Optimization exercise on an open flow, not production practice.
RTL: at most simulated, not proved equivalent.
Function not checked: runs 1, 7 and 8.
Clock network not from TritonCTS: runs 5 to 8.
The clock port is an ideal driver here.
Power: default activity.

File: flow/config.mk
export PLATFORM = sky130hd
export DESIGN_NAME = axi4_master
export DESIGN_NICKNAME = axi4_master
export VERILOG_FILES = /design/flow/design.v
export SDC_FILE = /design/flow/constraint.sdc
export NUM_CORES = 4
export LEC_CHECK = 0
export CAP_MARGIN = 20
export CORE_AREA = 5 5 175 175
export CTS_BUF_LIST = sky130_fd_sc_hd__clkbuf_8
export DIE_AREA = 0 0 180 180
export SLEW_MARGIN = 20
File: flow/constraint.sdc
create_clock -name core_clock -period 5.0 [get_ports {clk}]
set_input_delay 1.0000 -clock core_clock [delete_from_list [all_inputs] [get_ports {clk}]]
set_output_delay 1.0000 -clock core_clock [all_outputs]
set_load 0.01 [all_outputs]
File: flow/standard.sh
#!/bin/bash
# synth_recipe.tcl (not shown) runs the flow's synth.tcl, then flattens the netlist and writes it again
# the make line also repeats each setting of config.mk as NAME=value (left out here)
make -C /OpenROAD-flow-scripts/flow DESIGN_CONFIG=/design/flow/config.mk WORK_HOME=/design/flow/orfs CLKGATE_MAP_FILE= SYNTH_SCRIPT=/design/flow/synth_recipe.tcl "${@:-finish}"
File: flow/flow/downsize.tcl
# Swap each logic cell for the smallest-area cell of the same function (same name, lowest drive),
# then let repair_design fix any slew or capacitance limit this breaks.
proc my_downsize {} {
  set db [ord::get_db]
  set block [ord::get_db_block]
  set n 0
  foreach inst [$block getInsts] {
    set master [$inst getMaster]
    set name [$master getName]
    if {![regexp {^(sky130_fd_sc_hd__[a-z0-9]+)_([0-9]+)$} $name -> base drive]} { continue }
    if {[regexp {clkdly|dly|tap|fill|decap|conb|diode} $base]} { continue }
    if {[$inst isFixed]} { continue }
    set best $master
    set best_area [expr {[$master getWidth] * [$master getHeight]}]
    foreach d {0 1 2 4} {
      set m [$db findMaster ${base}_$d]
      if {$m eq "NULL" || $m eq ""} { continue }
      set a [expr {[$m getWidth] * [$m getHeight]}]
      if {$a < $best_area} { set best $m; set best_area $a }
    }
    if {$best ne $master} {
      replace_cell [$inst getName] [$best getName]
      incr n
    }
  }
  puts "my_downsize: replaced $n cells"
}
my_downsize
estimate_parasitics -placement
repair_design
report_worst_slack -max
report_worst_slack -min
File: flow/flow/run.sh
#!/bin/bash
# Standard layout with: port buffers of the smallest buffer cell, logic cells downsized after
# placement, and a clock tree built from one buffer size without dummy loads.
export BUFFER_PORTS_ARGS="-buffer_cell sky130_fd_sc_hd__buf_1"
export POST_RESIZE_TCL=$PWD/flow/downsize.tcl
export CTS_ARGS="-sink_clustering_enable -repair_clock_nets -buf_list sky130_fd_sc_hd__clkbuf_8 -dont_use_dummy_load"
bash standard.sh > standard.log 2>&1
File: flow/design.v
module axi4_master
(
    input  logic          clk,
    input  logic          arst,
    input  logic          io_interrupt,
    input  logic          i_write_req,
    input  logic          i_read_req,
    input  logic [ 31:0 ] i_addr,
    input  logic [ 63:0 ] i_write_data,
    input  logic [  7:0 ] i_axi_len,
    input  logic [  2:0 ] i_axi_size,
    input  logic [  1:0 ] i_axi_burst,
    input  logic [  7:0 ] i_axi_strb,
    output logic [ 63:0 ] o_read_data,
    output logic          o_axi_done,
    output logic          o_axi_handshake,
    input  logic          i_awready,
    output logic          o_awvalid,
    output logic [  3:0 ] o_awid,
    output logic [ 31:0 ] o_awaddr,
    output logic [  7:0 ] o_awlen,
    output logic [  2:0 ] o_awsize,
    output logic [  1:0 ] o_awburst,
    input  logic          i_wready,
    output logic          o_wvalid,
    output logic [ 63:0 ] o_wdata,
    output logic [  7:0 ] o_wstrb, 
    output logic          o_wlast,
    output logic          o_bready,
    input  logic          i_bvalid,
    input  logic [  3:0 ] i_bid,
    input  logic [  1:0 ] i_bresp,
    input  logic          i_arready,
    output logic          o_arvalid,
    output logic [  3:0 ] o_arid,
    output logic [ 31:0 ] o_araddr,
    output logic [  7:0 ] o_arlen,
    output logic [  2:0 ] o_arsize,
    output logic [  1:0 ] o_arburst,
    output logic          o_rready,
    input  logic          i_rvalid,
    input  logic [  3:0 ] i_rid, 
    input  logic [  1:0 ] i_rresp,
    input  logic [ 63:0 ] i_rdata,
    input  logic          i_rlast
);
    assign o_read_data = i_rdata;
    assign o_arlen     = i_axi_len;
    assign o_arsize    = i_axi_size;
    assign o_arburst   = i_axi_burst;
    assign o_awlen     = i_axi_len;
    assign o_awsize    = i_axi_size;
    assign o_awburst   = i_axi_burst;
    assign o_wdata     = i_write_data;
    logic s_w;
    logic s_a;
    logic s_d;
    logic s_idle;
    logic s_rlast;
    logic [ 7:0 ] s_count;
    logic [ 31:0 ] s_addr;
    assign s_idle    = ~( s_w | s_a | s_d );
    assign o_awvalid = s_w & s_a;
    assign o_wvalid  = s_w & s_d;
    assign o_bready  = s_w & ~s_a & ~s_d;
    assign o_arvalid = ~s_w & s_a;
    assign o_rready  = ~s_w & s_d;
    always_ff @( posedge clk, posedge arst ) begin
        if ( arst ) begin
            s_w    <= 1'b0;
            s_a    <= 1'b0;
            s_d    <= 1'b0;
            o_awid <= '0;
            o_arid <= '0;
        end
        else begin
            s_w <= ( s_idle & i_write_req ) | ( s_w & ~i_bvalid );
            s_a <= ( s_idle & ( i_write_req | i_read_req ) ) | ( s_a & ~( s_w ? i_awready : i_arready ) );
            s_d <= s_a | ( s_d & ~( ( s_count == 8'b0 ) & i_wready ) & ~s_rlast );
            if ( i_bvalid ) o_awid <= o_awid + 4'b1;
            if ( s_rlast  ) o_arid <= o_arid + 4'b1;
        end
    end
    always_ff @( posedge clk ) begin
        if ( s_idle ) o_wstrb <= i_axi_strb;
    end
    always_ff @( posedge clk ) begin
        if ( s_idle ) s_addr[ 31:8 ] <= i_addr[ 31:8 ];
    end
    always_ff @( posedge clk ) begin
        if      ( s_idle                ) s_addr[ 7:0 ] <= i_addr[ 7:0 ];
        else if ( o_awvalid & i_awready ) s_addr[ 7:0 ] <= i_axi_len;
        else if ( i_wready              ) s_addr[ 7:0 ] <= s_addr[ 7:0 ] - 8'b1;
    end
    assign o_awaddr = s_addr;
    assign o_araddr = s_addr;
    assign s_count  = s_addr[ 7:0 ];
    assign o_wlast = ~s_a & ( s_count == 8'b0 );
    assign o_axi_done = ( i_bvalid & ( i_bresp == 2'b0 ) ) | s_rlast;
    assign o_axi_handshake = i_wready | i_rvalid;
    always_ff @( posedge clk ) begin
        s_rlast <= i_rlast;
    end
endmodule
==> run notes, run 1 <==
number of fill cells in the layout=3272; most instantiated library cell after synthesis=buf_4; Leakage=0.969 nW; Clock Tree Buf Depth=2; multi-input gate area in the final layout=507 um2; CTS clk-pin slew, worst paths=0.11 ns; Core Region=28600 um2; status=finished clean; Final GP Congestion=0.736; Post-synth top cells=buf_4 (186), edfxtp_1 (40), dfrtp_1 (11); syn nets=535; ant diodes=0; Post-Route Utilization=11.2%; unrepaired setup endpoints after global routing=false; register area share after synthesis=43.2%; critical path class=flip-flop to output port; Post-Syn Area=3460 um2; detailed-placement wirelength estimate=8530 um; DR WL/cell=15.0 um; PwrDens=588 nW/um2; number of max-cap violations=0; Post-layout nets=515; die height=180 um; Max Clk Rate=0.328 GHz; PortBufs=163; fin area=3190 um2; CP peak stage delay=0.65 ns; storage element area=1500 um2; starting density of the core=12.1%; Post-CTS Hold Buffers=0; Hold Crit Start=o_awid[3]$_DFFE_PP0P_; Buf+Inv Stages, Crit Path=1; Hold Fails Final Rpt=0; CP Cell Sequence=or4_1, nor4_1, buf_1; peak supply drop=104 uV; CTS root buffer=clkbuf_8; fin cells=689; post-place instance area=3120 um2; initial antenna violation count=2; Post-DRT Antenna Nets=0; final wirelength=10300 um; CTS buffer count=5; #FFs+latches synth=52; largest net degree at the start of global routing=32; Finish-stage setup viols=0; Ys Warns=1; CTS tree=done; I/O pins=446; DRT iter0 DRCs=26; CP Launch Point=s_addr[4]$_DFFE_PP_; Crit. End Element=output port; Post-synth EDFFs=40; crit path DAT=2.05 ns; Top delay family on crit path=simple AND/OR/NAND/NOR gates; H-tree lvl count=2; Slew HR=44.6%; Mapped Cells=327; Worst Skew=0.0131 ns; setup TNS=0 ns; area grow syn2layout=-7.81%; Die Area=32400 um2; Final period util=61.0%; CP Launch Type=flip-flop; Critical Path RT=4.00 ns; clock latency on the worst-skew pair=0.32 ns; DRT Pass-1 Iters=4; Final Slew Violations=0; Die Width=180 um; Hold Crit Class=flip-flop to flip-flop; Post CTS Setup Buffer Count=0; fraction of registers with async set/reset=21.2%; Residual DRC=0; layout cells sized above 1=3.61%; top_reg_cell synth=edfxtp_1; cell count after placement=684; Via Count=2006; Least-Margin Pin Slew=0.831 ns; GRT Overall Usage=6.11%; synthesized area per cell=10.6 um2; crit-path max FO=6; reg-to-reg critical path startpoint=s_a$_DFF_PP0_; GR Overflow Total=0; Synth top area share=40.3%; vias in the first global route=2020; Period minus WS final=3.05 ns; Slowest-stage cell, CP=or4_1; count of cell types in the netlist=37; post-synth top area cell=buf_4; Sink Count=52; row cnt=62; largest cells by area after synthesis=buf_4 (40%), edfxtp_1 (35%), dfrtp_1 (8.0%); first-pass GRT wire length=14200 um; CTS resizes=0; vias per inst=2.91
registers in the layout, summed over array words and instances (netlist names):
| name | cells |
|---|---|
| o_arid | 4 |
| o_awid | 4 |
| o_wstrb | 8 |
| s_a | 1 |
| s_addr | 32 |
| s_d | 1 |
| s_rlast | 1 |
| s_w | 1 |
worst register-to-register path: cells and delay by family (launching register included):
family | cells | cell delay (ns)
flip-flops | 1 | 0.50
AND/OR/NAND/NOR | 2 | 0.82
AO/OA/AOI/OAI | 1 | 0.23
buffers and inverters | 2 | 1.05
kinds of logic after synthesis:
family,Yosys count,synth area share (%)
mux,3,0.940
flops,52,43.2
compound gates,21,3.58
simple gates,39,6.47
buf+inv,197,41.6
xor+xnor,11,2.78
fa+ha+maj,4,1.45
per-layer routing:
metal	track usage, %	wire length (um)	vias to the layer above
met5	0	21	-
met2	9.89	4850	190
met4	4.63	604	4
met3	3.80	1450	58
li1	-	-	846
met1	5.53	3420	908
stage by stage:
step / hold slack [ns] / total power (W) / setup slack [ns]
6_report: 0.485 / 0.00188 / 1.95
5_1_grt: 0.505 / 0.00203 / 1.86
4_1_cts: 0.489 / 0.00194 / 1.91
3_5_place_dp: 0.471 / 0.00168 / 2.25
3_3_place_gp: 0.461 / 0.00168 / 2.30
2_1_floorplan: 0.494 / 0.00153 / 2.51
cell usage in the layout (no fill, tap or decap), types with 2 or more instances in the layout:
cell,Yosys,routed
o21ai_1,2,2
o31ai_1,2,2
inv_1,5,5
nor2b_1,2,2
xor2_1,5,5
edfxtp_1,40,40
dfrtp_1,11,11
o21ai_0,6,6
and2_1,2,2
a21oi_1,4,4
nor2_1,6,6
buf_1,0,163
or3_1,2,3
a31oi_1,2,2
nor4_1,3,4
clkbuf_8,0,5
xnor2_1,6,6
o22ai_1,3,3
ha_1,4,4
nand2_1,10,10
nor3b_1,2,2
nor3_1,2,2
mux2_2,2,2
nand4_1,3,3
path summary, 6_finish.rpt:
path / to / slack [ns] / cells past startpoint
max: o_wlast / 1.95 / 3
min: o_awid[3]$_DFFE_PP0P_ / 0.49 / 1
max reg2reg: s_a$_DFF_PP0_ / 2.34 / 5
min reg2reg: o_awid[3]$_DFFE_PP0P_ / 0.49 / 1
max in group asynchronous: o_arid[2]$_DFFE_PP0P_ / 4.06 / 2
min in group asynchronous: o_awid[0]$_DFFE_PP0P_ / 0.63 / 2
power by group:
part | switching (W) | internal [W] | leakage, nW
registers | 0.000176 | 0.000705 | 0.520
clock network | 0.000147 | 0.0000910 | 0.0359
logic | 0.000505 | 0.000251 | 0.413
total | 0.000828 | 0.00105 | 0.969
layout make-up:
class	instances	area share, %
tap	384	15.1
clock buffer	5	2.16
timing repair buffer	164	19.3
inverter	6	0.706
multi-input combinational	78	15.9
sequential	52	46.9
==> run 2, diff against run 1 <==
--- a/flow/design.v
+++ b/flow/design.v
@@ -77,5 +77,5 @@
             s_w <= ( s_idle & i_write_req ) | ( s_w & ~i_bvalid );
             s_a <= ( s_idle & ( i_write_req | i_read_req ) ) | ( s_a & ~( s_w ? i_awready : i_arready ) );
-            s_d <= s_a | ( s_d & ~( ( s_count == 8'b0 ) & i_wready ) & ~s_rlast );
+            s_d <= s_a | ( s_d & ~( ( s_count == i_axi_len ) & i_wready ) & ~s_rlast );
             if ( i_bvalid ) o_awid <= o_awid + 4'b1;
             if ( s_rlast  ) o_arid <= o_arid + 4'b1;
@@ -90,11 +90,11 @@
     always_ff @( posedge clk ) begin
         if      ( s_idle                ) s_addr[ 7:0 ] <= i_addr[ 7:0 ];
-        else if ( o_awvalid & i_awready ) s_addr[ 7:0 ] <= i_axi_len;
-        else if ( i_wready              ) s_addr[ 7:0 ] <= s_addr[ 7:0 ] - 8'b1;
+        else if ( o_awvalid & i_awready ) s_addr[ 7:0 ] <= 8'b0;
+        else if ( i_wready              ) s_addr[ 7:0 ] <= s_addr[ 7:0 ] + 8'b1;
     end
     assign o_awaddr = s_addr;
     assign o_araddr = s_addr;
     assign s_count  = s_addr[ 7:0 ];
-    assign o_wlast = ~s_a & ( s_count == 8'b0 );
+    assign o_wlast = ~s_a & ( s_count == i_axi_len );
     assign o_axi_done = ( i_bvalid & ( i_bresp == 2'b0 ) ) | s_rlast;
     assign o_axi_handshake = i_wready | i_rvalid;
==> run 2 against run 1 <==
  * Still clean on timing, DRC and antenna
  * Clock skew grew 0.0056 ns
  * Via count shrank 5.1%
  * Routed wire length fell by 2.6%
  * Clock-buffer cell count unchanged
  * Power about the same
  * Die area unchanged
  * Critical path depth up 2
  * Critical endpoint unchanged
  * Highest routed layer unchanged
==> run notes, run 2 <==
status=finished clean; Post-synth EDFFs=40 (unchanged); GR Overflow Total=0 (unchanged); CP Cell Sequence=buf_1, xor2_1, a2111o_1, nor4_1, buf_1; area grow syn2layout=-6.63%; number of fill cells in the layout=3292 (+0.61%); storage element area=1500 um2 (unchanged); Clock Tree Buf Depth=2 (unchanged); register area share after synthesis=43.8% (+0.57 points); Total Power=0.00188 W (about the same); vias in the first global route=1889 (-6.5%); Critical Path RT=4.00 ns (about the same); Post CTS Setup Buffer Count=0 (unchanged); layout cells sized above 1=3.68% (+0.072 points); commonest cells after routing, fill and taps aside=buf_1 (163), edfxtp_1 (40), nand2_1 (12); ant diodes=0 (unchanged); top flop regs=s_addr x32, o_wstrb x8; CTS resizes=0 (unchanged); Crit. End Element=output port; Hold Fails Final Rpt=0 (unchanged); Post-CTS Hold Buffers=0 (unchanged); initial antenna violation count=2 (unchanged); CTS clk-pin slew, worst paths=0.09 ns (-0.02 ns); critical path class=input pin to output port; CTS buffer count=5 (unchanged); Final Slew Violations=0 (unchanged); fraction of registers with async set/reset=21.2% (unchanged); crit path DAT=2.48 ns (+0.43 ns); Leakage=0.963 nW (-0.62%); Via Count=1903 (-5.1%); dpl ws=1.34 ns (-0.909 ns); Least-Margin Pin Slew=0.613 ns (-0.218 ns); synthesized area per cell=10.8 um2 (+1.8%); Slowest-stage cell, CP=nor4_1; Post-DRT Antenna Nets=0 (unchanged); Final GP Congestion=0.727 (-1.2%); Mapped Cells=317 (-3.1%); count of cell types in the netlist=31 (-16%); Largest register FFs=32 (unchanged); die height=180 um (unchanged); Most Frequent Cell on Critical Path=buf_1; Buf+Inv Stages, Crit Path=2 (+1); Worst Skew=0.0187 ns (+0.00562 ns); largest cells by area after synthesis=buf_4 (41%), edfxtp_1 (35%), dfrtp_1 (8.1%); DRT iter0 DRCs=40 (+54%); syn nets=524 (-2.1%); PwrDens=588 nW/um2 (+0.13%); starting density of the core=11.9% (-0.16 points); Residual DRC=0 (unchanged); Die Area=32400 um2 (unchanged); multi-input gate area in the final layout=489 um2 (-3.5%); Period minus WS final=3.48 ns (+0.431 ns); Post-Syn Area=3420 um2 (-1.3%); CTS tree=done; final wirelength=10100 um (-2.6%); Finish-stage setup viols=0 (unchanged); first-pass GRT wire length=13700 um (-3.6%); most common cell after layout, fill and taps aside=buf_1; DRT Pass-1 Iters=3 (-1); CTS root buffer=clkbuf_8; Ys Warns=1 (unchanged); setup TNS=0 ns (unchanged); row cnt=62 (unchanged); Hold Crit Class=flip-flop to flip-flop; Post-synth top cells=buf_4 (186), edfxtp_1 (40), nand2_1 (12); vias per inst=2.79 (-4.3%); Slew HR=59.1% (+15 points); crit-path max FO=3 (-3); Die Width=180 um (unchanged); Max Clk Rate=0.287 GHz (-12%); Top delay family on crit path=simple AND/OR/NAND/NOR gates; clock latency on the worst-skew pair=0.32 ns (about the same); Worst Setup Slack, final=1.52 ns (-0.431 ns); Final period util=69.6% (+8.6 points); most instantiated library cell after synthesis=buf_4; CP Launch Type=input pin; Synth top area share=40.9% (+0.53 points); I/O pins=446 (unchanged); post-synth top area cell=buf_4; Core Region=28600 um2 (unchanged); PortBufs=163 (unchanged); peak supply drop=180 uV (+72%); Post-layout nets=508 (-1.4%); unrepaired setup endpoints after global routing=false; top_reg_cell synth=edfxtp_1; Largest Register=s_addr; H-tree lvl count=2 (unchanged); #FFs+latches synth=52 (unchanged); number of max-cap violations=0 (unchanged); DR WL/cell=14.7 um (-1.7%); CP peak stage delay=0.53 ns (-0.12 ns); largest net degree at the start of global routing=26 (-19%); Sink Count=52 (unchanged); detailed-placement wirelength estimate=8370 um (-1.8%); GRT Overall Usage=5.86% (-0.25 points)
-- run 2: routing by layer --
metal / wire [um] / vias to the layer above / GRT usage, %
met5: 25 / - / 0
li1: - / 812 / -
met3: 1400 / 55 / 3.88
met1: 3680 / 864 / 6.04
met2: 4490 / 168 / 9.00
met4: 486 / 4 / 3.23
-- run 2: worst paths after layout --
kind,from,to,slack [ns],cells after the start
setup / recovery,i_axi_len[1],o_wlast,1.52,5
hold / removal,o_awid[3]$_DFFE_PP0P_,o_awid[3]$_DFFE_PP0P_,0.48,1
setup reg to reg,s_a$_DFF_PP0_,s_addr[3]$_DFFE_PP_,2.61,4
hold reg to reg,o_awid[3]$_DFFE_PP0P_,o_awid[3]$_DFFE_PP0P_,0.48,1
max in group asynchronous,arst,s_d$_DFF_PP0_,4.01,2
min in group asynchronous,arst,o_arid[1]$_DFFE_PP0P_,0.67,2
-- run 2: where the power goes --
part,internal [W],total [W],switching (W)
Combinational,0.000265,0.000749,0.000485
Clock,0.0000915,0.000247,0.000156
Sequential,0.000700,0.000881,0.000180
-- run 2: stage by stage --
step | area (um2) | utilization (%) | hold slack [ns] | cells
2_1_floorplan | 3420 | - | 0.494 | 317
3_3_place_gp | 3120 | 10.9 | 0.464 | 677
3_5_place_dp | 3120 | 10.9 | 0.477 | 678
4_1_cts | 3190 | 11.1 | 0.491 | 683
5_1_grt | 3190 | 11.1 | 0.495 | 683
6_report | 3190 | 11.1 | 0.477 | 683
-- run 2: final cells by class --
cell class	instances	share of cell area, %
sequential	52	46.9
timing repair buffer	165	20.0
tap	384	15.1
multi-input combinational	72	15.3
inverter	5	0.588
clock buffer	5	2.16
-- run 2: logic make-up after synthesis --
| kind of cell | Yosys count | synth area share (%) |
|---|---|---|
| adder cells (fa/ha/maj) | 3 | 1.10 |
| multiplexers | 3 | 0.952 |
| flip-flops | 52 | 43.8 |
| AO/OA/AOI/OAI | 16 | 2.82 |
| buffers and inverters | 193 | 41.7 |
| XOR/XNOR | 19 | 4.87 |
| AND/OR/NAND/NOR | 31 | 4.80 |
==> run 3, diff against run 2 <==
--- a/flow/flow/run.sh
+++ b/flow/flow/run.sh
@@ -5,3 +5,5 @@
 export POST_RESIZE_TCL=$PWD/flow/downsize.tcl
 export CTS_ARGS="-sink_clustering_enable -repair_clock_nets -buf_list sky130_fd_sc_hd__clkbuf_8 -dont_use_dummy_load"
+export POST_GLOBAL_PLACE_TCL=$PWD/flow/squeeze.tcl
+export FLOW_SQUEEZE=0.3
 bash standard.sh > standard.log 2>&1
==> flow/flow/squeeze.tcl (new file) <==
# Pull the design's own cells (not the port buffers) toward the middle of the core, so that the
# registers sit close together and a small clock tree reaches them all.
set block [ord::get_db_block]
set core [$block getCoreArea]
set cx [expr {([$core xMin] + [$core xMax]) / 2}]
set cy [expr {([$core yMin] + [$core yMax]) / 2}]
set f $::env(FLOW_SQUEEZE)
set n 0
foreach inst [$block getInsts] {
  if {[$inst isFixed]} { continue }
  if {[regexp {^(input|output)[0-9]+$} [$inst getName]]} { continue }
  if {[[$inst getMaster] getType] ne "CORE"} { continue }
  set loc [$inst getLocation]
  set x [expr {int($cx + $f * ([lindex $loc 0] - $cx))}]
  set y [expr {int($cy + $f * ([lindex $loc 1] - $cy))}]
  $inst setLocation $x $y
  incr n
}
puts "squeeze: moved $n cells by $f toward ($cx, $cy)"
==> run 3 against run 2 <==
  * Fmax down 2.1%
  * Critical path depth did not move
  * Final area fell by 0.63%
  * Register-to-register slack worse by 0.09 ns
  * Non-clock buffer count fell by 1
  * Hold slack better by 0.049 ns
  * Final cell count decreased by 0.15%
  * Critical endpoint unchanged
  * Largest power group unchanged
  * Highest routed layer unchanged
==> run notes, run 3 <==
post-place instance area=3100 um2 (-0.64%); Post CTS Setup Buffer Count=0 (unchanged); first-pass GRT wire length=18300 um (+34%); Least-Margin Pin Slew=1.01 ns (+0.397 ns); area grow syn2layout=-7.21%; Period minus WS final=3.55 ns (+0.0745 ns); unrepaired setup endpoints after global routing=false; starting density of the core=11.9% (unchanged); fin area=3170 um2 (-0.63%); Post-CTS Hold Buffers=0 (unchanged); PortBufs=163 (unchanged); initial antenna violation count=1 (-1); CTS tree=done; Finish-stage setup viols=0 (unchanged); Critical Path RT=4.00 ns (about the same); Leakage=0.954 nW (-0.91%); DR WL/cell=20.9 um (+42%); #FFs+latches synth=52 (unchanged); Largest Register=s_addr; final wirelength=14200 um (+41%); Largest register FFs=32 (unchanged); fin cells=682 (-0.15%); most common cell after layout, fill and taps aside=buf_1; critical path class=input pin to output port; Post-synth EDFFs=40 (unchanged); PwrDens=594 nW/um2 (+0.92%); DRT iter0 DRCs=33 (-18%); number of max-cap violations=0 (unchanged); largest cells by area after synthesis=buf_4 (41%), edfxtp_1 (35%), dfrtp_1 (8.1%); clock latency on the worst-skew pair=0.29 ns (-0.03 ns); CTS clk-pin slew, worst paths=0.08 ns (about the same); CTS buffer count=5 (unchanged); Slew HR=32.7% (-26 points); Residual DRC=0 (unchanged); GRT Overall Usage=8.25% (+2.4 points); Mapped Cells=317 (unchanged); row cnt=62 (unchanged); H-tree lvl count=2 (unchanged); top flop regs=s_addr x32, o_wstrb x8; crit-path max FO=3 (unchanged); Core Region=28600 um2 (unchanged); Post-layout nets=507 (-0.20%); layout cells sized above 1=3.36% (-0.32 points); commonest cells after routing, fill and taps aside=buf_1 (163), edfxtp_1 (40), nand2_1 (12); post-synth top area cell=buf_4; Sink Count=52 (unchanged); fraction of registers with async set/reset=21.2% (unchanged); top_reg_cell synth=edfxtp_1; CP Launch Type=input pin; syn nets=524 (unchanged); CTS resizes=0 (unchanged); Crit. End Element=output port; Hold Crit Class=flip-flop to flip-flop; status=finished clean; Post-Route Utilization=11.1% (-0.070 points); synthesized area per cell=10.8 um2 (unchanged); largest net degree at the start of global routing=44 (+69%); Clock Tree Buf Depth=2 (unchanged); Post-synth top cells=buf_4 (186), edfxtp_1 (40), nand2_1 (12); crit path DAT=2.55 ns (+0.07 ns); Ys Warns=1 (unchanged); ant diodes=0 (unchanged); Post-DRT Antenna Nets=0 (unchanged); Post-Syn Area=3420 um2 (unchanged); peak supply drop=143 uV (-21%); GR Overflow Total=0 (unchanged); Via Count=1992 (+4.7%); Final period util=71.1% (+1.5 points); die height=180 um (unchanged); CTS root buffer=clkbuf_8; count of cell types in the netlist=31 (unchanged); Die Area=32400 um2 (unchanged); Final Slew Violations=0 (unchanged); Max Clk Rate=0.281 GHz (-2.1%); most instantiated library cell after synthesis=buf_4; vias in the first global route=2114 (+12%); DRT Pass-1 Iters=4 (+1); cell count after placement=677 (-0.15%); Hold Fails Final Rpt=0 (unchanged); Die Width=180 um (unchanged); register area share after synthesis=43.8% (unchanged); I/O pins=446 (unchanged); setup TNS=0 ns (unchanged); vias per inst=2.92 (+4.8%); Worst Skew=0.00731 ns (-0.0114 ns); detailed-placement wirelength estimate=12700 um (+52%); Synth top area share=40.9% (unchanged)
## run 3: cell counts after synthesis
No cell type changed its count.
## run 3: per-layer routing
layer	GRT usage (%)	vias up	share of wire, %
met5	0	-	0.091
met2	13.5	172	47
met1	9.48	953	40
met3	3.52	56	9.5
li1	-	809	-
met4	3.41	2	3.7
## run 3: power breakdown
| group | internal, W | switching, W |
|---|---|---|
| sequential | 0.000709 | 0.000245 |
| clock | 0.0000905 | 0.000119 |
| combinational | 0.000246 | 0.000474 |
## run 3: logic make-up after synthesis
kind of cell / after synthesis / synth area share (%)
buf+inv: 193 / 41.7
compound gates: 16 / 2.82
mux: 3 / 0.952
flops: 52 / 43.8
xor+xnor: 19 / 4.87
fa+ha+maj: 3 / 1.10
simple gates: 31 / 4.80
## run 3: layout make-up
| class | count | area [um2] |
|---|---|---|
| tap | 384 | 480 |
| sequential | 52 | 1500 |
| clock buffer | 5 | 68.8 |
| multi-input combinational | 72 | 489 |
| inverter | 5 | 18.8 |
| timing repair buffer | 164 | 617 |
| fill | 3318 | 25500 |
## run 3: through the flow
stage | power (W) | worst slack (ns) | hold WS [ns]
after detailed placement | 0.00173 | 1.41 | 0.520
final | 0.00188 | 1.45 | 0.526
after floorplan | 0.00151 | 2.10 | 0.494
after global routing | 0.00202 | 1.33 | 0.569
after CTS | 0.00194 | 1.40 | 0.535
after global placement | 0.00165 | 1.58 | 0.464
## run 3: path summary, 6_finish.rpt
path	end	slack (ns)	depth (start not counted)	from
setup / recovery	o_wlast	1.45	5	i_axi_len[1]
hold / removal	o_awid[3]$_DFFE_PP0P_	0.53	1	o_awid[3]$_DFFE_PP0P_
setup reg to reg	s_addr[4]$_DFFE_PP_	2.52	4	s_a$_DFF_PP0_
hold reg to reg	o_awid[3]$_DFFE_PP0P_	0.53	1	o_awid[3]$_DFFE_PP0P_
max in group asynchronous	s_a$_DFF_PP0_	3.99	2	arst
min in group asynchronous	o_arid[2]$_DFFE_PP0P_	0.71	2	arst
## run 3: critical path, cell delays in order
cell	delay, ns
buf_1	0.20
xor2_1	0.12
a2111o_1	0.39
nor4_1	0.57
buf_1	0.28
==> run 4, diff against run 3 <==
--- a/flow/flow/run.sh
+++ b/flow/flow/run.sh
@@ -6,4 +6,4 @@
 export CTS_ARGS="-sink_clustering_enable -repair_clock_nets -buf_list sky130_fd_sc_hd__clkbuf_8 -dont_use_dummy_load"
 export POST_GLOBAL_PLACE_TCL=$PWD/flow/squeeze.tcl
-export FLOW_SQUEEZE=0.3
+export FLOW_SQUEEZE=0.5
 bash standard.sh > standard.log 2>&1
==> run 4 against run 3 <==
  * Still clean
  * Fmax rose by 3.7%
  * Worst setup slack improved by 0.13 ns
  * Routed wire length fell by 11%
  * Clock power rose by 5%
  * Final cell count rose by 0.29%
  * Critical path type unchanged
==> run notes, run 4 <==
setup TNS=0 ns (unchanged); Largest Register=s_addr; register area share after synthesis=43.8% (unchanged); Core Region=28600 um2 (unchanged); Max Clk Rate=0.292 GHz (+3.7%); storage element area=1500 um2 (unchanged); Hold Fails Final Rpt=0 (unchanged); number of max-cap violations=0 (unchanged); Final period util=68.5% (-2.6 points); post-synth top area cell=buf_4; final wirelength=12600 um (-11%); Slew HR=63.4% (+31 points); cell count after placement=678 (+0.15%); largest cells by area after synthesis=buf_4 (41%), edfxtp_1 (35%), dfrtp_1 (8.1%); Post CTS Setup Buffer Count=0 (unchanged); commonest cells after routing, fill and taps aside=buf_1 (163), edfxtp_1 (40), nand2_1 (12); crit path DAT=2.43 ns (-0.12 ns); multi-input gate area in the final layout=489 um2 (unchanged); GRT Overall Usage=7.31% (-0.95 points); Least-Margin Pin Slew=0.549 ns (-0.461 ns); CTS root buffer=clkbuf_8; status=finished clean; DR WL/cell=18.5 um (-12%); fraction of registers with async set/reset=21.2% (unchanged); CP Launch Type=input pin; top_reg_cell synth=edfxtp_1; Post-Route Utilization=11.2% (+0.10 points); unrepaired setup endpoints after global routing=false; CTS tree=done; top flop regs=s_addr x32, o_wstrb x8; Post-CTS Hold Buffers=0 (unchanged); Sink Count=52 (unchanged); DRT iter0 DRCs=55 (+67%); area grow syn2layout=-6.33%; DRT Pass-1 Iters=4 (unchanged); Worst Skew=0.00856 ns (+0.00126 ns); Post-Syn Area=3420 um2 (unchanged); largest net degree at the start of global routing=26 (-41%); most common cell after layout, fill and taps aside=buf_1; number of fill cells in the layout=3303 (-0.45%); PortBufs=163 (unchanged); WHS=0.501 ns (-0.0251 ns); Mapped Cells=317 (unchanged); Hold Crit Class=flip-flop to flip-flop; Post-DRT Antenna Nets=0 (unchanged); most instantiated library cell after synthesis=buf_4; Critical Path RT=4.00 ns (about the same); first-pass GRT wire length=16600 um (-9.0%); GR Overflow Total=0 (unchanged); reg-to-reg critical path startpoint=s_a$_DFF_PP0_; CTS resizes=0 (unchanged); Largest register FFs=32 (unchanged); Crit. End Element=output port; Clock Tree Buf Depth=2 (unchanged); Via Count=1916 (-3.8%); Period minus WS final=3.43 ns (-0.128 ns); Final Slew Violations=0 (unchanged); #FFs+latches synth=52 (unchanged); H-tree lvl count=2 (unchanged); vias per inst=2.80 (-4.1%); Die Width=180 um (unchanged); count of cell types in the netlist=31 (unchanged); Leakage=0.966 nW (+1.3%); vias in the first global route=2048 (-3.1%); initial antenna violation count=3 (+2); row cnt=62 (unchanged); clock latency on the worst-skew pair=0.29 ns (about the same); crit-path max FO=3 (unchanged); peak supply drop=135 uV (-5.5%); PwrDens=591 nW/um2 (-0.44%); CP Launch Point=i_axi_len[1]; Post-synth EDFFs=40 (unchanged); Finish-stage setup viols=0 (unchanged); Post-synth top cells=buf_4 (186), edfxtp_1 (40), nand2_1 (12); Post-layout nets=508 (+0.20%); Residual DRC=0 (unchanged); Synth top area share=40.9% (unchanged); CTS buffer count=5 (unchanged); Hold Crit Start=o_awid[3]$_DFFE_PP0P_; CTS clk-pin slew, worst paths=0.08 ns (about the same); layout cells sized above 1=3.68% (+0.32 points); syn nets=524 (unchanged); Die Area=32400 um2 (unchanged); starting density of the core=11.9% (unchanged); die height=180 um (unchanged); synthesized area per cell=10.8 um2 (unchanged); Ys Warns=1 (unchanged); I/O pins=446 (unchanged); detailed-placement wirelength estimate=11200 um (-12%); fin cells=684 (+0.29%); critical path class=input pin to output port
run 4: logic make-up (layout without fill, tap and decap cells):
group	after synthesis	in the layout	synth area share, %
buffers and inverters	193	175	41.7
flip-flops	52	52	43.8
AO/OA/AOI/OAI	16	16	2.82
other	0	1	0
AND/OR/NAND/NOR	31	31	4.80
adder cells (fa/ha/maj)	3	3	1.10
XOR/XNOR	19	19	4.87
multiplexers	3	3	0.952
run 4: metal layers:
metal  share of wire [%]  track usage [%]  vias to the layer above
li1                    -                -                      808
met3                  11             4.08                       58
met4                 4.4             3.38                        4
met1                  38             7.93                      878
met2                  46             11.6                      168
met5                0.21                0                        -
run 4: metrics by stage:
step                worst slack (ns)  cell area [um2]  total power (W)
finish                          1.57             3200          0.00189
global route                    1.38             3200          0.00204
CTS                             1.44             3200          0.00196
detailed placement              1.44             3130          0.00173
global placement                1.58             3120          0.00165
floorplan                       2.10             3420          0.00151
run 4: layout make-up:
cell class / count / area share (%)
tap: 384 / 15.0
sequential: 52 / 46.8
multi-input combinational: 72 / 15.3
inverter: 5 / 0.586
clock buffer: 5 / 2.15
timing repair buffer: 165 / 20.1
antenna: 1 / 0.0782
run 4: final timing paths:
| path | end | slack [ns] | cells past startpoint |
|---|---|---|---|
| setup / recovery | o_wlast | 1.57 | 5 |
| hold / removal | o_awid[3]$_DFFE_PP0P_ | 0.50 | 1 |
| setup reg to reg | s_addr[4]$_DFFE_PP_ | 2.82 | 4 |
| hold reg to reg | o_awid[3]$_DFFE_PP0P_ | 0.50 | 1 |
| max in group asynchronous | s_d$_DFF_PP0_ | 3.98 | 2 |
| min in group asynchronous | o_arid[2]$_DFFE_PP0P_ | 0.71 | 2 |
run 4: power breakdown:
part / switching (W) / total [W] / internal, W
clock network: 0.000129 / 0.000220 / 0.0000909
registers: 0.000215 / 0.000919 / 0.000704
logic: 0.000481 / 0.000753 / 0.000272
run 4: worst max-delay path, cell delays in order:
cell	delay [ns]
buf_1	0.13
xor2_1	0.16
a2111o_1	0.40
nor4_1	0.47
buf_1	0.26
==> run 5, diff against run 4 <==
==> flow/flow/run.sh (replaced) <==
#!/bin/bash
# Standard layout (the standard.sh) with these changes:
#  - port buffers made from the smallest buffer cell (buf_1);
#  - after global placement the design's own cells are pulled toward the core's centre;
#  - after placement resizing, logic cells are swapped for their smallest-area variant;
#  - the clock reaches the registers through a few clock buffers, one per group of registers,
#    driven from the clock port (clkbuf.tcl), instead of TritonCTS's tree.
export FLOW_FLOW_DIR=$PWD/flow
export BUFFER_PORTS_ARGS="-buffer_cell sky130_fd_sc_hd__buf_1"
export POST_GLOBAL_PLACE_TCL=$FLOW_FLOW_DIR/squeeze.tcl
export FLOW_SQUEEZE=0.3
export POST_RESIZE_TCL=$FLOW_FLOW_DIR/downsize.tcl
export PRE_CTS_TCL=$FLOW_FLOW_DIR/cts_hook.tcl
export FLOW_CLK_CELL=sky130_fd_sc_hd__clkbuf_8
export FLOW_CLK_K=4
bash standard.sh > standard.log 2>&1
==> flow/flow/clkbuf.tcl (new file) <==
# Clock distribution: the registers' clock pins are split into K groups by position (k-means), and
# each group gets one clock buffer at its centre, driven straight from the clock port (K <= 4).
proc my_clock_tree {cell k} {
  set db [ord::get_db]
  set block [ord::get_db_block]
  set clknet [$block findNet clk]
  $clknet setSigType CLOCK
  set master [$db findMaster $cell]
  set its {}
  set xs {}
  set ys {}
  foreach it [$clknet getITerms] {
    set loc [[$it getInst] getLocation]
    lappend its $it
    lappend xs [lindex $loc 0]
    lappend ys [lindex $loc 1]
  }
  set n [llength $its]
  # initial centres: spread along the sorted x order
  set order [lsort -integer -indices $xs]
  set cxs {}; set cys {}
  for {set c 0} {$c < $k} {incr c} {
    set i [lindex $order [expr {int(($c + 0.5) * $n / $k)}]]
    lappend cxs [lindex $xs $i]; lappend cys [lindex $ys $i]
  }
  for {set iter 0} {$iter < 50} {incr iter} {
    set asg {}
    for {set i 0} {$i < $n} {incr i} {
      set best 0; set bd 1e30
      for {set c 0} {$c < $k} {incr c} {
        set d [expr {abs([lindex $xs $i] - [lindex $cxs $c]) + abs([lindex $ys $i] - [lindex $cys $c])}]
        if {$d < $bd} { set bd $d; set best $c }
      }
      lappend asg $best
    }
    set ncx {}; set ncy {}
    for {set c 0} {$c < $k} {incr c} {
      set sx 0; set sy 0; set m 0
      for {set i 0} {$i < $n} {incr i} {
        if {[lindex $asg $i] == $c} { set sx [expr {$sx + [lindex $xs $i]}]; set sy [expr {$sy + [lindex $ys $i]}]; incr m }
      }
      if {$m == 0} { lappend ncx [lindex $cxs $c]; lappend ncy [lindex $cys $c] } else { lappend ncx [expr {$sx / $m}]; lappend ncy [expr {$sy / $m}] }
    }
    set cxs $ncx; set cys $ncy
  }
  for {set c 0} {$c < $k} {incr c} {
    set inst [odb::dbInst_create $block $master clkbuf_leaf_$c]
    set net [odb::dbNet_create $block clk_leaf_$c]
    $net setSigType CLOCK
    [$inst findITerm A] connect $clknet
    [$inst findITerm X] connect $net
    $inst setLocation [lindex $cxs $c] [lindex $cys $c]
    $inst setPlacementStatus PLACED
    set m 0
    for {set i 0} {$i < $n} {incr i} {
      if {[lindex $asg $i] == $c} { set it [lindex $its $i]; $it disconnect; $it connect $net; incr m }
    }
    puts "my_clock_tree: $cell clkbuf_leaf_$c drives $m clock pins"
  }
}
==> flow/flow/cts_hook.tcl (new file) <==
# Build the clock distribution with my_clock_tree (clkbuf.tcl) instead of TritonCTS: cts.tcl
# calls clock_tree_synthesis, so that command is replaced here; the rest of cts.tcl (placement
# legalisation and timing repair) runs as usual.
source $::env(FLOW_FLOW_DIR)/clkbuf.tcl
rename clock_tree_synthesis my_tritoncts
proc clock_tree_synthesis {args} {
  my_clock_tree $::env(FLOW_CLK_CELL) $::env(FLOW_CLK_K)
  set_propagated_clock [all_clocks]
}
==> run 5 against run 4 <==
  * Largest cell class unchanged
  * Critical path type unchanged
  * Via count up 3.2%
  * Register-to-register slack worse by 0.29 ns
  * Critical path depth unchanged
  * Die area unchanged
==> run notes, run 5 <==
status=finished clean; Post-DRT Antenna Nets=0 (unchanged); vias in the first global route=2086 (+1.9%); most common cell after layout, fill and taps aside=buf_1; Worst Skew=0.0232 ns (+0.0146 ns); Core Region=28600 um2 (unchanged); number of fill cells in the layout=3315 (+0.36%); Post-synth EDFFs=40 (unchanged); crit-path max FO=3 (unchanged); starting density of the core=11.9% (unchanged); Most Frequent Cell on Critical Path=buf_1; Post CTS Setup Buffer Count=0 (unchanged); Leakage=0.947 nW (-2.0%); Post-Route Utilization=11.0% (-0.15 points); crit path DAT=2.52 ns (+0.09 ns); register area share after synthesis=43.8% (unchanged); Crit. End Element=output port; Post-Syn Area=3420 um2 (unchanged); CP Cell Sequence=buf_1, xor2_1, a2111o_1, nor4_1, buf_1; Buf+Inv Stages, Crit Path=2 (unchanged); Mapped Cells=317 (unchanged); Largest register FFs=32 (unchanged); post-synth top area cell=buf_4; Hold Crit Start=o_awid[3]$_DFFE_PP0P_; CP peak stage delay=0.53 ns (+0.06 ns); Final period util=70.3% (+1.8 points); PwrDens=584 nW/um2 (-1.2%); Psw=0.000816 W (-1.2%); Critical Path RT=4.00 ns (about the same); Switching Share=44.2% (+0.59 points); Least-Margin Pin Slew=1.02 ns (+0.467 ns); Period minus WS final=3.52 ns (+0.0893 ns); dpl ws=1.41 ns (-0.0356 ns); DRT Pass-1 Iters=4 (unchanged); top_reg_cell synth=edfxtp_1; CTS resizes=0 (unchanged); Via Count=1978 (+3.2%); #FFs+latches synth=52 (unchanged); DRT iter0 DRCs=32 (-42%); Residual DRC=0 (unchanged); commonest cells after routing, fill and taps aside=buf_1 (163), edfxtp_1 (40), nand2_1 (12); CTS clk-pin slew, worst paths=0.06 ns (-0.02 ns); vias per inst=2.90 (+3.7%); Max Clk Rate=0.284 GHz (-2.5%); fraction of registers with async set/reset=21.2% (unchanged); largest net degree at the start of global routing=44 (+69%); logic gate share of total power=39.1% (-0.7 points); most instantiated library cell after synthesis=buf_4; first-pass GRT wire length=18100 um (+9.0%); Ys Warns=1 (unchanged); CP Launch Type=input pin; DR WL/cell=20.8 um (+12%); Die Width=180 um (unchanged); PortBufs=163 (unchanged); ant diodes=0 (-1); Hold Crit Class=flip-flop to flip-flop; Int Pwr=0.00103 W (-3.6%); unrepaired setup endpoints after global routing=false; clock power share=9.2% (-2.4 points); CP Launch Point=i_axi_len[1]; area grow syn2layout=-7.62%; setup TNS=0 ns (unchanged); number of max-cap violations=0 (unchanged); top flop regs=s_addr x32, o_wstrb x8; count of cell types in the netlist=31 (unchanged); GR Overflow Total=0 (unchanged); Worst Setup Slack, final=1.48 ns (-0.0894 ns); Post-layout nets=506 (-0.39%); Hold Fails Final Rpt=0 (unchanged); Slowest-stage cell, CP=nor4_1; largest cells by area after synthesis=buf_4 (41%), edfxtp_1 (35%), dfrtp_1 (8.1%); Slew HR=32.3% (-31 points); synthesized area per cell=10.8 um2 (unchanged); detailed-placement wirelength estimate=12700 um (+14%); Finish-stage setup viols=0 (unchanged); Post-synth top cells=buf_4 (186), edfxtp_1 (40), nand2_1 (12); Largest Register=s_addr; reg-to-reg critical path startpoint=s_a$_DFF_PP0_; Final Slew Violations=0 (unchanged); clock latency on the worst-skew pair=0.15 ns (-0.14 ns); sequential power share=51.7% (+3.1 points); final wirelength=14100 um (+12%); Die Area=32400 um2 (unchanged); Synth top area share=40.9% (unchanged); critical path class=input pin to output port; die height=180 um (unchanged); peak supply drop=188 uV (+40%); Top delay family on crit path=simple AND/OR/NAND/NOR gates; layout cells sized above 1=3.03% (-0.65 points); row cnt=62 (unchanged); Post-CTS Hold Buffers=0 (unchanged); initial antenna violation count=1 (-2); I/O pins=446 (unchanged); syn nets=524 (unchanged); GRT Overall Usage=7.97% (+0.66 points)
## run 5: cell counts after synthesis
No cell type changed its count.
## run 5: power by group through the flow
stage               sequential [W]  clock [W]  combinational, W
finish                    0.000954   0.000170          0.000720
global route              0.000999   0.000194          0.000783
CTS                       0.000978   0.000175          0.000749
detailed placement        0.000987          0          0.000746
global placement          0.000893          0          0.000760
floorplan                 0.000913          0          0.000593
## run 5: cell type report
class / instances / area, um2 / share of cell area [%]
multi-input combinational: 72 / 489 / 15.5
sequential: 52 / 1500 / 47.4
tap: 384 / 480 / 15.2
inverter: 5 / 18.8 / 0.595
buffer: 4 / 55.1 / 1.74
timing repair buffer: 164 / 617 / 19.5
## run 5: final timing paths
| check | end | slack (ns) | cells after the start |
|---|---|---|---|
| min in group asynchronous | o_awid[0]$_DFFE_PP0P_ | 0.87 | 2 |
| max in group asynchronous | s_a$_DFF_PP0_ | 3.83 | 2 |
| worst max-delay path | o_wlast | 1.48 | 5 |
| worst max register to register | s_addr[4]$_DFFE_PP_ | 2.53 | 4 |
| worst min register to register | o_awid[3]$_DFFE_PP0P_ | 0.52 | 1 |
| worst min-delay path | o_awid[3]$_DFFE_PP0P_ | 0.52 | 1 |
## run 5: worst reg2reg max path, stage by stage (launching register included)
cell and delay [ns]:
dfrtp_1 0.46, nor3_1 0.19, clkbuf_2 0.80, a31o_2 0.34
or2_1 0.35
## run 5: kinds of logic (layout without fill, tap and decap cells)
| family | count (synthesis) | count (layout) | share of synthesized area [%] |
|---|---|---|---|
| muxes | 3 | 3 | 0.952 |
| and+or+nand+nor | 31 | 31 | 4.80 |
| adders and majority gates | 3 | 3 | 1.10 |
| xor gates and xnor gates | 19 | 19 | 4.87 |
| DFF | 52 | 52 | 43.8 |
| AOI/OAI and AO/OA | 16 | 16 | 2.82 |
| buffers and inverters | 193 | 173 | 41.7 |
## run 5: metrics by stage
stage / instance area, um2 / power [W] / hold WS, ns / cells
global route: 3160 / 0.00198 / 0.565 / 681
CTS: 3160 / 0.00190 / 0.532 / 681
finish: 3160 / 0.00184 / 0.523 / 681
detailed placement: 3100 / 0.00173 / 0.520 / 677
floorplan: 3420 / 0.00151 / 0.494 / 317
global placement: 3120 / 0.00165 / 0.464 / 677
## run 5: routing by layer
metal / global-route usage [%] / share of wire [%] / vias up
met1: 9.36 / 39 / 940
li1: - / - / 805
met5: 0 / 0.092 / -
met2: 13.5 / 47 / 173
met4: 2.68 / 3.9 / 2
met3: 2.87 / 9.6 / 58
==> run 6, diff against run 5 <==
--- a/flow/flow/run.sh
+++ b/flow/flow/run.sh
@@ -12,5 +12,5 @@
 export POST_RESIZE_TCL=$FLOW_FLOW_DIR/downsize.tcl
 export PRE_CTS_TCL=$FLOW_FLOW_DIR/cts_hook.tcl
-export FLOW_CLK_CELL=sky130_fd_sc_hd__clkbuf_8
-export FLOW_CLK_K=4
+export FLOW_CLK_CELL=sky130_fd_sc_hd__clkbuf_16
+export FLOW_CLK_K=2
 bash standard.sh > standard.log 2>&1
==> run 6 against run 5 <==
  * Still clean on timing, DRC and antenna
  * Register-to-register slack got worse by 0.02 ns
  * Hold slack got worse by 0.0050 ns
  * Final area fell by 0.16%
  * Worst setup slack worse by 0.083 ns
  * Critical path type unchanged
  * Critical endpoint unchanged
==> run notes, run 6 <==
Post-layout nets=504 (-0.40%); PortBufs=163 (unchanged); Post-DRT Antenna Nets=0 (unchanged); first-pass GRT wire length=18200 um (+0.23%); area grow syn2layout=-7.76%; met1 Usage GRT=9.44% (+0.086 points); Final period util=72.0% (+1.7 points); Post-Syn Area=3420 um2 (unchanged); post-place instance area=3100 um2 (unchanged); syn nets=524 (unchanged); largest cells by area after synthesis=buf_4 (41%), edfxtp_1 (35%), dfrtp_1 (8.1%); Post-synth top cells=buf_4 (186), edfxtp_1 (40), nand2_1 (12); crit path DAT=2.60 ns (+0.08 ns); DR WL/cell=20.8 um (+0.37%); #FFs+latches synth=52 (unchanged); PwrDens=586 nW/um2 (+0.28%); detailed-placement wirelength estimate=12700 um (unchanged); final wirelength=14200 um (about the same); crit-path max FO=3 (unchanged); grt peak-use layer=met2; synthesized area per cell=10.8 um2 (unchanged); I/O pins=446 (unchanged); Largest register FFs=32 (unchanged); Top delay family on crit path=simple AND/OR/NAND/NOR gates; M2 GR Usage=13.6% (+0.091 points); largest net degree at the start of global routing=44 (unchanged); vias per inst=2.87 (-1.0%); CTS resizes=0 (unchanged); CP Launch Type=input pin; Die Area=32400 um2 (unchanged); CP Launch Point=i_axi_len[1]; ant diodes=0 (unchanged); GR Overflow Total=0 (unchanged); unrepaired setup endpoints after global routing=false; die height=180 um (unchanged); peak supply drop=165 uV (-12%); Core Region=28600 um2 (unchanged); register area share after synthesis=43.8% (unchanged); Critical Path RT=4.00 ns (about the same); storage element area=1500 um2 (unchanged); Hold Crit Class=flip-flop to flip-flop; top_reg_cell synth=edfxtp_1; multi-input gate area in the final layout=489 um2 (unchanged); Buf+Inv Stages, Crit Path=2 (unchanged); setup TNS=0 ns (unchanged); Hold Fails Final Rpt=0 (unchanged); layout cells sized above 1=2.37% (-0.66 points); Crit. End Element=output port; Leakage=0.943 nW (-0.43%); DRT iter0 DRCs=36 (+13%); Worst Skew=0.0200 ns (-0.00324 ns); CP peak stage delay=0.60 ns (+0.07 ns); Least-Margin Pin Slew=1.02 ns (+0.00572 ns); Slew HR=31.9% (-0.38 points); row cnt=62 (unchanged); critical path class=input pin to output port; Largest Register=s_addr; vias in the first global route=2081 (-0.24%); status=finished clean; number of fill cells in the layout=3315 (unchanged); Finish-stage setup viols=0 (unchanged); Via Count=1952 (-1.3%); Final Slew Violations=0 (unchanged); Synth top area share=40.9% (unchanged); commonest cells after routing, fill and taps aside=buf_1 (163), edfxtp_1 (40), nand2_1 (12); GRT Overall Usage=7.97% (about the same); most instantiated library cell after synthesis=buf_4; reg-to-reg critical path startpoint=s_a$_DFF_PP0_; Die Width=180 um (unchanged); Most Frequent Cell on Critical Path=buf_1; Max Clk Rate=0.278 GHz (-2.3%); M3 GR Usage=2.75% (-0.12 points); Hold Crit Start=o_awid[3]$_DFFE_PP0P_; clock latency on the worst-skew pair=0.17 ns (+0.02 ns); Slowest-stage cell, CP=nor4_1; CTS clk-pin slew, worst paths=0.08 ns (+0.02 ns); Post CTS Setup Buffer Count=0 (unchanged); initial antenna violation count=0 (-1); fin area=3150 um2 (-0.16%); count of cell types in the netlist=31 (unchanged); starting density of the core=11.9% (unchanged); top flop regs=s_addr x32, o_wstrb x8; Ys Warns=1 (unchanged); fraction of registers with async set/reset=21.2% (unchanged); Period minus WS final=3.60 ns (+0.0828 ns); number of max-cap violations=0 (unchanged); Post-CTS Hold Buffers=0 (unchanged); DRT Pass-1 Iters=4 (unchanged); most common cell after layout, fill and taps aside=buf_1; CP Cell Sequence=buf_1, xor2_1, a2111o_1, nor4_1, buf_1; Residual DRC=0 (unchanged); Mapped Cells=317 (unchanged); Post-synth EDFFs=40 (unchanged); post-synth top area cell=buf_4
## run 6: power breakdown
part | total (W) | internal (W) | switching, W
clock network | 0.000172 | 0.0000735 | 0.0000983
registers | 0.000953 | 0.000709 | 0.000245
logic | 0.000721 | 0.000246 | 0.000475
## run 6: stage by stage
step                      setup slack (ns)  std cells  power [W]  hold WS, ns  utilization, %
final                                 1.40        679    0.00185        0.518            11.0
after global routing                  1.30        679    0.00198        0.569            11.0
after CTS                             1.38        679    0.00191        0.535            11.0
after detailed placement              1.41        677    0.00173        0.520            10.8
after global placement                1.58        677    0.00165        0.464            10.9
after floorplan                       2.10        317    0.00151        0.494               -
## run 6: final cells by class
| type | instances | area share (%) |
|---|---|---|
| Buffer | 2 | 1.59 |
| Inverter | 5 | 0.595 |
| Multi-Input combinational cell | 72 | 15.5 |
| Sequential cell | 52 | 47.5 |
| Tap cell | 384 | 15.2 |
| Timing Repair Buffer | 164 | 19.6 |
## run 6: worst reg2reg max path, stage by stage (launching register included)
cell and delay, ns:
dfrtp_1 0.47, nor3_1 0.19, clkbuf_2 0.80, a31o_2 0.34
or2_1 0.35
## run 6: cell families after synthesis
logic type                 share of synthesized area, %
AOI/OAI and AO/OA                                  2.82
muxes                                             0.952
DFF                                                43.8
adders and majority gates                          1.10
buffers and inverters                              41.7
and+or+nand+nor                                    4.80
xor gates and xnor gates                           4.87
## run 6: metal layers
metal / part of all wire [%] / routed length [um] / vias to the layer above
met1: 39 / 5560 / 936
met5: 0 / 0 / -
met3: 9.6 / 1360 / 50
li1: - / - / 800
met4: 3.5 / 498 / 0
met2: 48 / 6740 / 166
## run 6: final timing paths
check	endpoint	slack, ns	cells after the start
setup / recovery	o_wlast	1.40	5
hold / removal	o_awid[3]$_DFFE_PP0P_	0.52	1
setup reg to reg	s_addr[3]$_DFFE_PP_	2.51	4
hold reg to reg	o_awid[3]$_DFFE_PP0P_	0.52	1
max in group asynchronous	s_a$_DFF_PP0_	3.86	2
min in group asynchronous	o_arid[2]$_DFFE_PP0P_	0.85	2
==> run 7, diff against run 6 <==
--- a/flow/design.v
+++ b/flow/design.v
@@ -78,6 +78,6 @@
             s_a <= ( s_idle & ( i_write_req | i_read_req ) ) | ( s_a & ~( s_w ? i_awready : i_arready ) );
             s_d <= s_a | ( s_d & ~( ( s_count == i_axi_len ) & i_wready ) & ~s_rlast );
-            if ( i_bvalid ) o_awid <= o_awid + 4'b1;
-            if ( s_rlast  ) o_arid <= o_arid + 4'b1;
+            o_awid <= o_awid + { 3'b0, i_bvalid };
+            o_arid <= o_arid + { 3'b0, s_rlast };
         end
     end
@@ -91,5 +91,5 @@
         if      ( s_idle                ) s_addr[ 7:0 ] <= i_addr[ 7:0 ];
         else if ( o_awvalid & i_awready ) s_addr[ 7:0 ] <= 8'b0;
-        else if ( i_wready              ) s_addr[ 7:0 ] <= s_addr[ 7:0 ] + 8'b1;
+        else                              s_addr[ 7:0 ] <= s_addr[ 7:0 ] + { 7'b0, i_wready };
     end
     assign o_awaddr = s_addr;
==> run 7 against run 6 <==
  * Still clean
  * Hold slack got worse by 0.0048 ns
  * Final area fell by 3.3%
  * Sequential share of layout area fell by 0.99 points
  * Routed wire length rose by 0.97%
  * Fmax fell by 0.81%
  * Synthesized area fell by 3.2%
  * Synthesized cell count fell by 4.1%
  * Power fell by 4.5%
  * Flip-flop and latch count did not move
  * Critical path depth did not move
  * Combinational power fell by 5.4%
  * Largest cell class unchanged
  * Largest power group unchanged
  * Highest routed layer unchanged
==> run notes, run 7 <==
status=finished clean; number of fill cells in the layout=3294 (-0.63%); Critical Path RT=4.00 ns (about the same); initial antenna violation count=0 (unchanged); Worst Skew=0.0129 ns (-0.00706 ns); Synth top area share=42.2% (+1.3 points); PortBufs=163 (unchanged); Post-layout nets=495 (-1.8%); Post CTS Setup Buffer Count=0 (unchanged); final wirelength=14300 um (+0.97%); ant diodes=0 (unchanged); detailed-placement wirelength estimate=12900 um (+1.1%); Die Width=180 um (unchanged); count of cell types in the netlist=26 (-16%); Post-synth EDFFs=32 (-20%); most instantiated library cell after synthesis=buf_4; clock latency on the worst-skew pair=0.17 ns (about the same); syn nets=514 (-1.9%); top flop regs=s_addr x32, o_wstrb x8; Final period util=72.6% (+0.59 points); vias per inst=2.81 (-2.1%); Largest Register=s_addr; most common cell after layout, fill and taps aside=buf_1; first-pass GRT wire length=18400 um (+1.4%); number of max-cap violations=0 (unchanged); fraction of registers with async set/reset=21.2% (unchanged); Finish-stage setup viols=0 (unchanged); Most Frequent Cell on Critical Path=buf_1; peak supply drop=155 uV (-6.4%); CTS resizes=0 (unchanged); I/O pins=446 (unchanged); Period minus WS final=3.63 ns (+0.0296 ns); Hold Fails Final Rpt=0 (unchanged); GRT Overall Usage=8.16% (+0.19 points); layout cells sized above 1=1.41% (-0.96 points); row cnt=62 (unchanged); Ys Warns=1 (unchanged); vias in the first global route=2088 (+0.34%); top_reg_cell synth=edfxtp_1; CP Launch Type=input pin; synthesized area per cell=10.9 um2 (+0.95%); DRT iter0 DRCs=37 (+2.8%); Residual DRC=0 (unchanged); unrepaired setup endpoints after global routing=false; Slowest-stage cell, CP=nor4_1; critical path class=input pin to output port; Least-Margin Pin Slew=0.907 ns (-0.115 ns); setup TNS=0 ns (unchanged); Via Count=1877 (-3.8%); WHS=0.513 ns (-0.00480 ns); Mapped Cells=304 (-4.1%); starting density of the core=11.6% (-0.38 points); Post-Syn Area=3310 um2 (-3.2%); die height=180 um (unchanged); Die Area=32400 um2 (unchanged); Largest register FFs=32 (unchanged); Post-CTS Hold Buffers=0 (unchanged); register area share after synthesis=42.8% (-0.98 points); Leakage=0.954 nW (+1.2%); PwrDens=578 nW/um2 (-1.2%); GR Overflow Total=0 (unchanged); crit-path max FO=3 (unchanged); #FFs+latches synth=52 (unchanged); CP Cell Sequence=buf_1, xor2_1, or4_1, nor4_1, buf_1; CTS clk-pin slew, worst paths=0.11 ns (+0.03 ns); Core Region=28600 um2 (unchanged); Slew HR=39.5% (+7.6 points); DRT Pass-1 Iters=4 (unchanged); Max Clk Rate=0.276 GHz (-0.81%); Post-synth top cells=buf_4 (186), edfxtp_1 (32), dfrtp_1 (11); largest net degree at the start of global routing=29 (-34%); DR WL/cell=21.4 um (+2.8%); area grow syn2layout=-7.90%; Post-DRT Antenna Nets=0 (unchanged); Crit. End Element=output port; commonest cells after routing, fill and taps aside=buf_1 (164), edfxtp_1 (32), dfrtp_1 (11); CP peak stage delay=0.57 ns (-0.03 ns); crit path DAT=2.63 ns (+0.03 ns); post-synth top area cell=buf_4; Final Slew Violations=0 (unchanged); Hold Crit Class=flip-flop to flip-flop; largest cells by area after synthesis=buf_4 (42%), edfxtp_1 (29%), dfrtp_1 (8.3%)
[run 7: report_power, final]
group | switching [W] | internal, W | total, W
registers | 0.000233 | 0.000669 | 0.000901
logic | 0.000446 | 0.000236 | 0.000682
clock network | 0.000105 | 0.0000738 | 0.000179
[run 7: kinds of logic (layout without fill, tap and decap cells)]
group / Yosys count / in the layout / synth area share (%)
xor gates and xnor gates: 18 / 18 / 4.77
adders and majority gates: 6 / 6 / 2.27
buffers and inverters: 191 / 170 / 42.9
DFF: 52 / 52 / 42.8
AOI/OAI and AO/OA: 14 / 14 / 3.25
muxes: 1 / 1 / 0.303
and+or+nand+nor: 22 / 22 / 3.74
[run 7: metrics by stage]
| stage | area, um2 | utilization (%) | total power, W | std cells | worst slack [ns] |
|---|---|---|---|---|---|
| 2_1_floorplan | 3310 | - | 0.00142 | 304 | 2.08 |
| 3_3_place_gp | 3010 | 10.5 | 0.00154 | 665 | 1.66 |
| 3_5_place_dp | 3000 | 10.5 | 0.00163 | 665 | 1.24 |
| 4_1_cts | 3050 | 10.6 | 0.00181 | 667 | 1.22 |
| 5_1_grt | 3050 | 10.6 | 0.00188 | 667 | 1.15 |
| 6_report | 3050 | 10.6 | 0.00176 | 667 | 1.37 |
[run 7: final cells by class]
cell class,count,area (um2),area share [%]
Tap cell,384,480,15.8
Buffer,2,50.0,1.64
Multi-Input combinational cell,61,468,15.4
Timing Repair Buffer,165,621,20.4
Sequential cell,52,1420,46.5
Inverter,3,11.3,0.370
[run 7: metal layers]
metal	track usage (%)	part of all wire (%)
met5	0	0
met3	3.23	11
met2	13.4	46
met1	9.83	40
met4	2.56	3.6
[run 7: path summary, 6_finish.rpt]
kind                            startpoint             endpoint  slack [ns]  cells after the start
setup / recovery              i_axi_len[0]              o_wlast        1.37                      5
hold / removal             s_rlast$_DFF_P_  o_arid[0]$_DFF_PP0_        0.51                      1
setup reg to reg             s_a$_DFF_PP0_    s_addr[0]$_DFF_P_        2.82                      4
hold reg to reg            s_rlast$_DFF_P_  o_arid[0]$_DFF_PP0_        0.51                      1
max in group asynchronous             arst  o_arid[2]$_DFF_PP0_        3.89                      2
min in group asynchronous             arst        s_d$_DFF_PP0_        0.83                      2
[run 7: critical path: cells and delay by family]
family | cells | cell delay [ns]
xor+xnor | 1 | 0.11
simple gates | 2 | 1.04
buf+inv | 2 | 0.48
==> run 8, diff against run 7 <==
--- a/flow/flow/run.sh
+++ b/flow/flow/run.sh
@@ -9,8 +9,8 @@
 export BUFFER_PORTS_ARGS="-buffer_cell sky130_fd_sc_hd__buf_1"
 export POST_GLOBAL_PLACE_TCL=$FLOW_FLOW_DIR/squeeze.tcl
-export FLOW_SQUEEZE=0.3
+export FLOW_SQUEEZE=0.15
 export POST_RESIZE_TCL=$FLOW_FLOW_DIR/downsize.tcl
 export PRE_CTS_TCL=$FLOW_FLOW_DIR/cts_hook.tcl
-export FLOW_CLK_CELL=sky130_fd_sc_hd__clkbuf_16
-export FLOW_CLK_K=2
+export FLOW_CLK_CELL=sky130_fd_sc_hd__clkbuf_8
+export FLOW_CLK_K=3
 bash standard.sh > standard.log 2>&1
==> run 8 against run 7 <==
  * Still clean
  * Fmax shrank 4.7%
  * Core utilization is essentially flat
  * Power shrank 0.56%
  * Final area shrank 0.29%
  * Synthesized cell count is the same
  * Sequential power grew 2%
  * Critical path depth is the same
  * Final cell count grew 0.15%
  * Synthesized area is the same
  * Register-to-register slack is essentially flat
  * Critical path type unchanged
  * Largest cell class unchanged
  * Largest power group unchanged
  * Highest routed layer unchanged
==> run notes, run 8 <==
area grow syn2layout=-8.17%; Die Area=32400 um2 (unchanged); Slowest-stage cell, CP=nor4_1; Final Slew Violations=0 (unchanged); crit path DAT=2.81 ns (+0.18 ns); WHS=0.494 ns (-0.0194 ns); sequential power share=52.3% (+1.2 points); PortBufs=163 (unchanged); Post-synth top cells=buf_4 (186), edfxtp_1 (32), dfrtp_1 (11); clock power share=8.8% (-1.3 points); syn nets=514 (unchanged); I/O pins=446 (unchanged); PwrDens=577 nW/um2 (-0.27%); Hold Fails Final Rpt=0 (unchanged); Post-synth EDFFs=32 (unchanged); Post-DRT Antenna Nets=0 (unchanged); initial antenna violation count=0 (unchanged); Psw=0.000793 W (+1.2%); DR WL/cell=22.9 um (+7.1%); Min-Delay Path Depth=1 (unchanged); Top delay family on crit path=simple AND/OR/NAND/NOR gates; Hold Crit Start=s_rlast$_DFF_P_; Residual DRC=0 (unchanged); Leakage=0.951 nW (-0.32%); ant diodes=0 (unchanged); Final period util=76.2% (+3.6 points); starting density of the core=11.6% (unchanged); row cnt=62 (unchanged); largest cells by area after synthesis=buf_4 (42%), edfxtp_1 (29%), dfrtp_1 (8.3%); Worst R2R Setup Slack=2.81 ns (about the same); largest net degree at the start of global routing=26 (-10%); Period minus WS final=3.81 ns (+0.180 ns); Synth top area share=42.2% (unchanged); GRT Overall Usage=8.77% (+0.61 points); synthesized area per cell=10.9 um2 (unchanged); first-pass GRT wire length=19400 um (+5.4%); critical path class=input pin to output port; CP Launch Type=input pin; Crit. End Element=output port; number of max-cap violations=0 (unchanged); complex-gate fraction of the synthesized area=3.25% (unchanged); Most Frequent Cell on Critical Path=buf_1; vias in the first global route=2087 (-0.048%); CP Cell Sequence=buf_1, xor2_1, or4_1, nor4_1, buf_1; layout cells sized above 1=1.76% (+0.35 points); Core Region=28600 um2 (unchanged); Synth Area in Adders=2.27% (unchanged); DRT iter0 DRCs=72 (+95%); setup TNS=0 ns (unchanged); Largest register FFs=32 (unchanged); top_reg_cell synth=edfxtp_1; Int Pwr=0.000960 W (-1.9%); logic gate share of total power=39.0% (+0.3 points); fraction of registers with async set/reset=21.2% (unchanged); Least-Margin Pin Slew=1.01 ns (+0.107 ns); Worst Setup Slack, final=1.19 ns (-0.180 ns); Die Width=180 um (unchanged); commonest cells after routing, fill and taps aside=buf_1 (164), edfxtp_1 (32), dfrtp_1 (11); final wirelength=15300 um (+7.2%); vias per inst=2.85 (+1.3%); Slew HR=31.7% (-7.8 points); Max Clk Rate=0.263 GHz (-4.7%); Hold Crit Class=flip-flop to flip-flop; DRT Pass-1 Iters=4 (unchanged); XOR/XNOR Fraction of Synth Area=4.77% (unchanged); detailed-placement wirelength estimate=14000 um (+8.7%); Simple-Gate Fraction of Synth Area=3.74% (unchanged); most common cell after layout, fill and taps aside=buf_1; Finish-stage setup viols=0 (unchanged); peak supply drop=166 uV (+7.4%); top flop regs=s_addr x32, o_wstrb x8; Post-layout nets=496 (+0.20%); Post-Syn Area=3310 um2 (unchanged); Post CTS Setup Buffer Count=0 (unchanged); Post-CTS Hold Buffers=0 (unchanged); Via Count=1904 (+1.4%); unrepaired setup endpoints after global routing=false; largest family of logic cells by synthesized area=buffers and inverters; mux cell area share after synthesis=0.303% (unchanged); count of cell types in the netlist=26 (unchanged); Worst Skew=0.0118 ns (-0.00110 ns); clock latency on the worst-skew pair=0.16 ns (about the same); register area share after synthesis=42.8% (unchanged); Critical Path RT=4.00 ns (about the same); status=finished clean; die height=180 um (unchanged); Mapped Cells=304 (unchanged); CP peak stage delay=0.78 ns (+0.21 ns); post-synth top area cell=buf_4; GR Overflow Total=0 (unchanged); #FFs+latches synth=52 (unchanged); Buf+Inv Stages, Crit Path=2 (unchanged); WHS Endpoint=o_arid[0]$_DFF_PP0_; Largest Register=s_addr; Switching Share=45.2% (+0.77 points); CTS resizes=0 (unchanged); Ys Warns=1 (unchanged); Reg-to-Reg End=s_d$_DFF_PP0_; reg-to-reg critical path startpoint=s_addr[1]$_DFF_P_; most instantiated library cell after synthesis=buf_4; crit-path max FO=3 (unchanged); Reg2Reg Depth=4 (unchanged)
==> run 8: how the worst max path moves through the flow <==
stage,to,slack [ns],from,cells after the start
final,o_wlast,1.19,i_axi_len[0],5
after global routing,o_wlast,1.04,i_axi_len[1],5
after CTS,o_wlast,1.16,i_axi_len[0],5
after detailed placement,o_wlast,1.17,i_axi_len[0],5
after global placement,o_wlast,1.66,i_axi_len[0],5
after floorplan,o_wlast,2.08,i_axi_len[1],3
==> run 8: area by class of cell <==
cell class	instances	area (um2)
multi-input cells	61	468
fillers	3317	25600
repair buffers	165	621
well taps	384	480
inverters	3	11.3
flip-flops and latches	52	1420
plain buffers	3	41.3
==> run 8: logic make-up after synthesis <==
| kind of cell | Yosys count |
|---|---|
| and+or+nand+nor | 22 |
| muxes | 1 |
| AOI/OAI and AO/OA | 14 |
| adders and majority gates | 6 |
| buffers and inverters | 191 |
| DFF | 52 |
| xor gates and xnor gates | 18 |
==> run 8: metrics by stage <==
| stage | area (um2) | utilization [%] | cells | power, W |
|---|---|---|---|---|
| 6_report | 3040 | 10.6 | 668 | 0.00175 |
| 5_1_grt | 3040 | 10.6 | 668 | 0.00188 |
| 4_1_cts | 3040 | 10.6 | 668 | 0.00180 |
| 3_5_place_dp | 3000 | 10.5 | 665 | 0.00165 |
| 3_3_place_gp | 3010 | 10.5 | 665 | 0.00154 |
| 2_1_floorplan | 3310 | - | 304 | 0.00142 |
==> run 8: power by group through the flow <==
| stage | clock, W | sequential, W | combinational [W] |
|---|---|---|---|
| finish | 0.000154 | 0.000916 | 0.000683 |
| CTS | 0.000158 | 0.000943 | 0.000702 |
| detailed placement | 0 | 0.000951 | 0.000699 |
| global placement | 0 | 0.000831 | 0.000704 |
| global route | 0.000174 | 0.000954 | 0.000750 |
| floorplan | 0 | 0.000863 | 0.000557 |
==> run 8: per-layer routing <==
layer  wire, um  track usage, %  vias to the layer above
li1           -               -                      764
met1       6250            10.8                      883
met2       6940            14.1                      193
met3       1540            3.25                       64
met4        592            2.93                        0
met5          0               0                        -
